This design comes from an exercise in tuning for small area on the open sky130 flow, not from production work.
The RTL was checked by simulation tests, not by an equivalence proof against the original design.
Power is estimated from default activity; no workload was simulated.

Design ALU, start of the top module:
module ALU #(parameter w = 8) (
    clk, rst, CE, IN_valid, MODE, CMD, OPA, OPB, Cin,
    ERR, RES, OF, COUT, G, L, E);
    input clk;
    input rst;
    input CE;
    input [1:0] IN_valid;
    input MODE;
    input [3:0] CMD;
    input [7:0] OPA;
    input [7:0] OPB;
    input Cin;
    output reg ERR;
    output reg OF;
    output reg COUT;
    output reg G;
    output reg L;
    output reg E;
    output reg [16:0] RES;
wire sgn_in = (CMD[3:2] == 2'b11) | (CMD[1:0] == 2'b11);   
wire [7:0] ca = {OPA[7] ^ sgn_in, OPA[6:0]};
wire [7:0] cb = {OPB[7] ^ sgn_in, OPB[6:0]};
wire [1:0] cmp_code = (ca == cb) ? 2'b11 : (ca < cb) ? 2'b01 : 2'b10;
wire [2:0] rot_amt = CMD[0] ? (3'd0 - OPB[2:0]) : OPB[2:0];
wire [7:0] rot_hot = 8'd1 << rot_amt;
reg need_a, need_b, bad;
reg rows_i, aq1_i, aq2_i, ci_i;
reg [3:0] s_i;
reg sela, selb, invb, rot;
reg [7:0] ka, kb;
always @(*) begin
    need_a = 1'b1; need_b = 1'b1; bad = 1'b0;
    rows_i = 1'b0; aq1_i = 1'b0; aq2_i = 1'b0; ci_i = 1'b0; s_i = 4'b0000;
    sela = 1'b1; selb = 1'b1; invb = 1'b0; rot = 1'b0; ka = 8'h00; kb = 8'h00;
    if (MODE) begin
        case (CMD)
            4'b0000: rows_i = 1'b1;
            4'b0001: begin rows_i = 1'b1; ci_i = 1'b1; s_i = 4'b1000; invb = 1'b1; end
            4'b0010: begin rows_i = 1'b1; ci_i = Cin; end
            4'b0011: begin rows_i = 1'b1; ci_i = ~Cin; invb = 1'b1;
                           s_i = {3'b100, Cin & (&OPB)}; end
            4'b0100: begin rows_i = 1'b1; ci_i = 1'b1; selb = 1'b0; need_b = 1'b0; end
            4'b0101: begin rows_i = 1'b1; s_i = 4'b1000; selb = 1'b0; kb = 8'hFF;
                           need_b = 1'b0; end
            4'b0110: begin rows_i = 1'b1; ci_i = 1'b1; sela = 1'b0; need_a = 1'b0; end
            4'b0111: begin rows_i = 1'b1; s_i = 4'b1000; sela = 1'b0; ka = 8'hFF;
                           need_a = 1'b0; end
            4'b1000: begin rows_i = 1'b1; s_i = {2'b01, cmp_code}; sela = 1'b0;
                           selb = 1'b0; end
            4'b1001: begin rows_i = 1'b1; aq1_i = 1'b1; ci_i = 1'b1; end
            4'b1010: aq2_i = 1'b1;
            4'b1011: begin rows_i = 1'b1; s_i = {2'b01, cmp_code}; end
            4'b1100: begin rows_i = 1'b1; ci_i = 1'b1; s_i = {2'b01, cmp_code};
  ...
Size in the first run: ~680 cells after synthesis, roughly 50 I/O pins, ~6100 µm² of cells after synthesis.
export LEC_CHECK = 0
export CAP_MARGIN = 20
export CORE_MARGIN = 2
export CORE_UTILIZATION = 75
export CTS_BUF_LIST = sky130_fd_sc_hd__clkbuf_4 sky130_fd_sc_hd__clkbuf_8
export SLEW_MARGIN = 20
export SYNTH_HIERARCHICAL = 1
create_clock -name core_clock -period 6.0 [get_ports {clk}]
standard.sh (not shown) runs the stock make flow with config.mk's settings and CLKGATE_MAP_FILE= SYNTH_SCRIPT=/design/flow/synth_recipe.tcl, a recipe that flattens the netlist after the stock synthesis.
==> flow/flow/run.sh <==
#!/bin/bash
# Layout flow: the standard layout (standard.sh, all ORFS steps from
# synthesis to finish) with two changes: the buffers that the flow puts on
# every input and output port are buf_1 cells, not the resizer's default
# choice, and clock tree synthesis adds no dummy loads to balance the tree.
# The full output of the run goes to standard.log in this folder; ORFS keeps
# each step's own log under orfs/logs/.
set -euo pipefail
bash standard.sh \
  "BUFFER_PORTS_ARGS=-buffer_cell sky130_fd_sc_hd__buf_1" \
  "CTS_ARGS=-sink_clustering_enable -repair_clock_nets -buf_list {sky130_fd_sc_hd__clkbuf_4 sky130_fd_sc_hd__clkbuf_8} -dont_use_dummy_load" \
  finish > standard.log 2>&1
The starting point finished with timing, DRC and antenna clean.
Rerun with:
--- a/flow/flow/run.sh
+++ b/flow/flow/run.sh
@@ -4,3 +4,5 @@
 # every input and output port are buf_1 cells, not the resizer's default
-# choice, and clock tree synthesis adds no dummy loads to balance the tree.
+# choice, clock tree synthesis adds no dummy loads to balance the tree, and after
+# global routing the resizer downsizes cells on paths with slack to spare
+# (RECOVER_POWER).
 # The full output of the run goes to standard.log in this folder; ORFS keeps
@@ -11,2 +13,3 @@
   "CTS_ARGS=-sink_clustering_enable -repair_clock_nets -buf_list {sky130_fd_sc_hd__clkbuf_4 sky130_fd_sc_hd__clkbuf_8} -dont_use_dummy_load" \
+  "RECOVER_POWER=100" \
   finish > standard.log 2>&1
CORE_UTILIZATION = 60   (was 75)
The new run reached the layout checks and failed them: capacitance limit, slew limit.
Global-route usage shrinks by 8.9 points.
Setup slack degrades by 0.029 ns.
Wire length shrinks by 2.9%.
Non-clock buffer count grows by 6.
Count of clock-buffer cells in the layout does not change.
Sequential share of layout area shrinks by 0.38 points.
Rerun with:
==> flow/flow/run.sh (replaced) <==
#!/bin/bash
# Layout flow: the standard layout (standard.sh: ORFS from synthesis to
# finish) with these changes:
#  - synthesis maps the logic with an area-oriented ABC script (deepsyn, then
#    area mapping) instead of ORFS's delay-oriented one. Only the final abc
#    call of ORFS's synthesis is changed: its -script argument is replaced.
#    Everything else, registers included, is the standard synthesis
#    (synth_recipe.tcl).
#  - the buffers that the flow puts on every input and output port are buf_1
#    cells, not the resizer's default choice;
#  - clock tree synthesis adds no dummy loads to balance the tree and
#    clusters up to 32 flip-flops (within 100 um) per leaf buffer.
# The full output of the run goes to standard.log in this folder; ORFS keeps
# each step's own log under orfs/logs/.
set -euo pipefail
W=$(pwd)
printf '%s\n' '&get -n' '&st' '&deepsyn -T 10' '&put' 'dch' 'map -a' 'topo' 'stime -c' > "$W/abc_area_deep.script"
cat > "$W/own_synth.tcl" <<EOT
proc abc {args} {
  set i [lsearch -exact \$args -script]
  if {\$i >= 0} { lset args [expr {\$i + 1}] {$W/abc_area_deep.script} }
  yosys abc {*}\$args
}
source {$W/synth_recipe.tcl}
EOT
bash standard.sh \
  "SYNTH_SCRIPT=$W/own_synth.tcl" \
  "BUFFER_PORTS_ARGS=-buffer_cell sky130_fd_sc_hd__buf_1" \
  "CTS_ARGS=-sink_clustering_enable -repair_clock_nets -buf_list {sky130_fd_sc_hd__clkbuf_4 sky130_fd_sc_hd__clkbuf_8} -dont_use_dummy_load -sink_clustering_size 32 -sink_clustering_max_diameter 100" \
  finish > standard.log 2>&1
This time the run completed without violations.
Via count increases by 1.5%.
Sequential power increases by 6.7%.
Total power increases by 46%.
Cell area decreases by 3.5%.
Clock power decreases by about 5%.
Synthesized cell count decreases by 1.2%.
Die area decreases by 7.7%.
Final cell count increases by 3.1%.
Fmax barely changes.
Rerun with:
==> flow/flow/run.sh (replaced) <==
#!/bin/bash
# Layout flow: the standard layout (standard.sh, all ORFS steps from
# synthesis to finish) with one change: the buffers that the flow puts on
# every input and output port are buf_1 cells, not the resizer's default
# choice. The full output of the run goes to standard.log in this folder;
# ORFS keeps each step's own log under orfs/logs/.
set -euo pipefail
bash standard.sh "BUFFER_PORTS_ARGS=-buffer_cell sky130_fd_sc_hd__buf_1" finish > standard.log 2>&1
What happened:
- die area rises by 8.3%
- synthesized cell count rose by 1.2%
- setup slack improves by 0.0095 ns
- wire length climbs by 2.8%
- power drops by 21%
- final cell count went down by 2.1%
- hold slack is better by 0.0042 ns
- register-to-register slack barely changes
- area after synthesis came out higher by 8.7%
- utilization falls by 0.94 points

[afterwards: timing with drivers on the ports]
The flow's constraints put no driver on any port. The routed layouts listed below were extracted and timed again, unchanged, in two steps. Step 1 (the two cells are an assumption about what drives the block):
set clk [get_ports {clk}]
set_driving_cell -lib_cell sky130_fd_sc_hd__clkbuf_16 $clk
set_driving_cell -lib_cell sky130_fd_sc_hd__buf_2 [delete_from_list [all_inputs] $clk]
Step 2 times the ports against the registers' clock, not the clock port: input delays grow and output delays shrink by t, the midpoint of the rising clock arrivals with the driver on. a / b / c = no drivers / after step 1 / after step 2; a / b = the first two.
run | shift t [ns] | setup WS [ns] | worst slew at a driven data input, ns | pins driven straight from the clock port
the first run | 0.369 | 0.383 / 0.383 / 0.383 | 0.03 | 1
the second run | 0.373 | 0.354 / 0.354 / 0.354 | 0.03 | 1
the third run | 0.357 | 0.352 / 0.352 / 0.352 | 0.03 | 1
the fourth run | 0.380 | 0.361 / 0.361 / 0.361 | 0.03 | 1
